From an optimization exercise on the open Yosys and OpenROAD flow, aimed at small area; shortcuts taken in it are not production practice.
The RTL was checked by simulation tests, not by an equivalence proof against the original design.
Power is estimated from default activity; no workload was simulated.

Setup of job 1966:
==> flow/design.v (excerpt) <==
module Full_Connect #
(
parameter BITWIDTH = 8,
parameter BITWIDTH_CAL = 24,
parameter NUM_PARA = 8
)
(
input clk,
input rstn,
input ena,
input ena_add,
input [1:0] select,
input [ NUM_PARA*BITWIDTH - 1 : 0 ] in_data,  
input [ NUM_PARA*BITWIDTH - 1 : 0 ] weight,  
input [ NUM_PARA*BITWIDTH - 1 : 0 ] bias,  
output [ NUM_PARA*BITWIDTH - 1 : 0 ] result  
);
reg pv;
always @( posedge clk or negedge rstn ) begin
    if ( !rstn ) pv <= 1'b0;
    else pv <= ena;
end
wire sel0 = ~select[1] & ~select[0];
wire sel1 = select[0];
wire sel2 = select[1];
wire hold_q = select[1] & select[0];
genvar i;
generate
for ( i = 0; i < NUM_PARA; i = i + 1 ) begin : lane
    Fc_Lane u (
        .clk(clk), .rstn(rstn), .ena(ena), .ena_add(ena_add), .pv(pv),
        .sel0(sel0), .sel1(sel1), .sel2(sel2), .hold_q(hold_q),
        .in_data(in_data[i*8 +: 8]), .weight(weight[i*8 +: 8]), .bias(bias[i*8 +: 8]),
        .result(result[i*8 +: 8])
    );
end
endgenerate
endmodule
For scale: about 260 I/O pins, roughly 72000 um^2 of cells after synthesis.
clock: 6.0 ns
lec_check: 0
abc_area: 1
cap_margin: 20
core_margin: 2
core_utilization: 78
place_density: 0.88
setup_slack_margin: 0.05
slew_margin: 20
standard.sh (not shown) runs the stock make flow with config.mk's settings and CLKGATE_MAP_FILE= SYNTH_SCRIPT=/design/flow/synth_recipe.tcl, a recipe that flattens the netlist after the stock synthesis.
==> flow/flow/run.sh <==
#!/bin/bash
# Own flow: the standard synthesis, then a netlist pass that removes
# inverters by choosing the polarity of full adders and of gates that have an
# inverted twin cell (flow/bubble.py), then the standard layout with
# smaller port buffers and a clock tree without dummy loads.
set -euo pipefail
R=orfs/results/sky130hd/Full_Connect/base
LIB=$FLOW_HOME/platforms/sky130hd/lib/sky130_fd_sc_hd__tt_025C_1v80.lib
bash standard.sh synth > synth.log 2>&1
cp $R/1_2_yosys.v $R/1_2_yosys_std.v
python3 flow/bubble.py $R/1_2_yosys_std.v $R/1_2_yosys.v $LIB > bubble.log 2>&1
touch $R/1_2_yosys.v
bash standard.sh finish \
  "BUFFER_PORTS_ARGS=-buffer_cell sky130_fd_sc_hd__buf_1" \
  "CTS_ARGS=-sink_clustering_enable -repair_clock_nets -sink_clustering_size 20 -sink_clustering_max_diameter 60 -buf_list sky130_fd_sc_hd__clkbuf_16 -dont_use_dummy_load" \
  > finish.log 2>&1
Other scripts of this flow, unchanged in this note and not shown: flow/flow/bubble.py
Job 1966 did not stop at any stage, and its layout met the timing, DRC and antenna checks.
Modified inputs, job 698 compared to job 1966
- changing PLACE_DENSITY from 0.88 to 0.8
- changing CORE_UTILIZATION from 78 to 70
diff --git a/flow/flow/run.sh b/flow/flow/run.sh
--- a/flow/flow/run.sh
+++ b/flow/flow/run.sh
@@ -15,2 +15,3 @@
   "CTS_ARGS=-sink_clustering_enable -repair_clock_nets -sink_clustering_size 20 -sink_clustering_max_diameter 60 -buf_list sky130_fd_sc_hd__clkbuf_16 -dont_use_dummy_load" \
+  RECOVER_POWER=100 \
   > finish.log 2>&1
[summary]
- Maximum fanout along the worst path, job 698 and job 1966, lower one = job 1966.
- Summary: with job 1966 as the reference, post-DP HPWL in job 698 moved down by a few percent.
- Looking at critical path endpoint, the lane[6].u.acc[22]$_DFF_PN0_ result is from job 698; the lane[0].u.acc[23]$_DFF_PN0_ one comes from job 1966.
- Area of the die ends up higher on job 698.
- Compared with job 1966, in job 698 max-slew violation count up 1320, total wirelength of the detailed-routed design down about 6%, maximum number of pins on one net before global-route repair up 10.
- Ran to the end and failed final checks on capacitance limit, slew limit: job 698.
- Changes observed in job 698 relative to job 1966: footprint of the multi-input gates flat; maximum ir drop on the vdd rail down about 4%; final hold slack down 10 ps; global-route usage down 6.3 points.
Edits applied to the flow inputs when going from job 698 to job 2187:
- PLACE_DENSITY now 0.7, was 0.8
- CORE_UTILIZATION now 60, was 70
diff --git a/flow/flow/run.sh b/flow/flow/run.sh
--- a/flow/flow/run.sh
+++ b/flow/flow/run.sh
@@ -15,3 +15,2 @@
   "CTS_ARGS=-sink_clustering_enable -repair_clock_nets -sink_clustering_size 20 -sink_clustering_max_diameter 60 -buf_list sky130_fd_sc_hd__clkbuf_16 -dont_use_dummy_load" \
-  RECOVER_POWER=100 \
   > finish.log 2>&1
==> comparison <==
Job 2187 did not stop at any stage, and its layout met the timing, DRC and antenna checks.
Number of non-clock buffers on job 2187 is up relative to job 698.
Of the two values seen for endpoint of the worst setup timing path, lane[6].u.acc[22]$_DFF_PN0_ was produced by job 698 and lane[7].u.acc[23]$_DFF_PN0_ by job 2187.
For job 698, the peak-usage layer in the global routing report was met2, unlike job 2187, where it was met1.
Clock-pin slew on the worst setup and hold paths delta (job 2187 -> job 698): insignificant
Going from job 698 to job 2187, vertical die dimension picked up an extra about 8%; biggest fanout along the worst timing path lost 17; via count lost 1003.

==> port drivers added, routing unchanged <==
In the flow no input, the clock included, has a driving cell. The finished layouts below were timed again as built, in two steps. Step 1 sets driving cells, clkbuf_16 on the clock port and buf_2 on the other inputs (assumed; they add their load-dependent delay and slew). Step 2 adds t to the input delays and takes it off the output delays; t is the mean of the earliest and latest rising clock arrival at the registers after step 1. Input paths then give back, and output paths get back, about the clock's delay inside the block. Slacks: ideal ports / drivers / drivers and shift; pairs: ideal ports / drivers.
run	t, ns	setup WS [ns]	pins driven straight from the clock port
job 1966	0.735	0.165 / 0.165 / -0.246	1
job 698	0.727	0.328 / 0.328 / -0.328	1
job 2187	0.756	0.336 / 0.336 / -0.078	1
The setup slack of job 698, which loses most, moves by 0.000 ns with the drivers and by -0.656 ns with both steps.
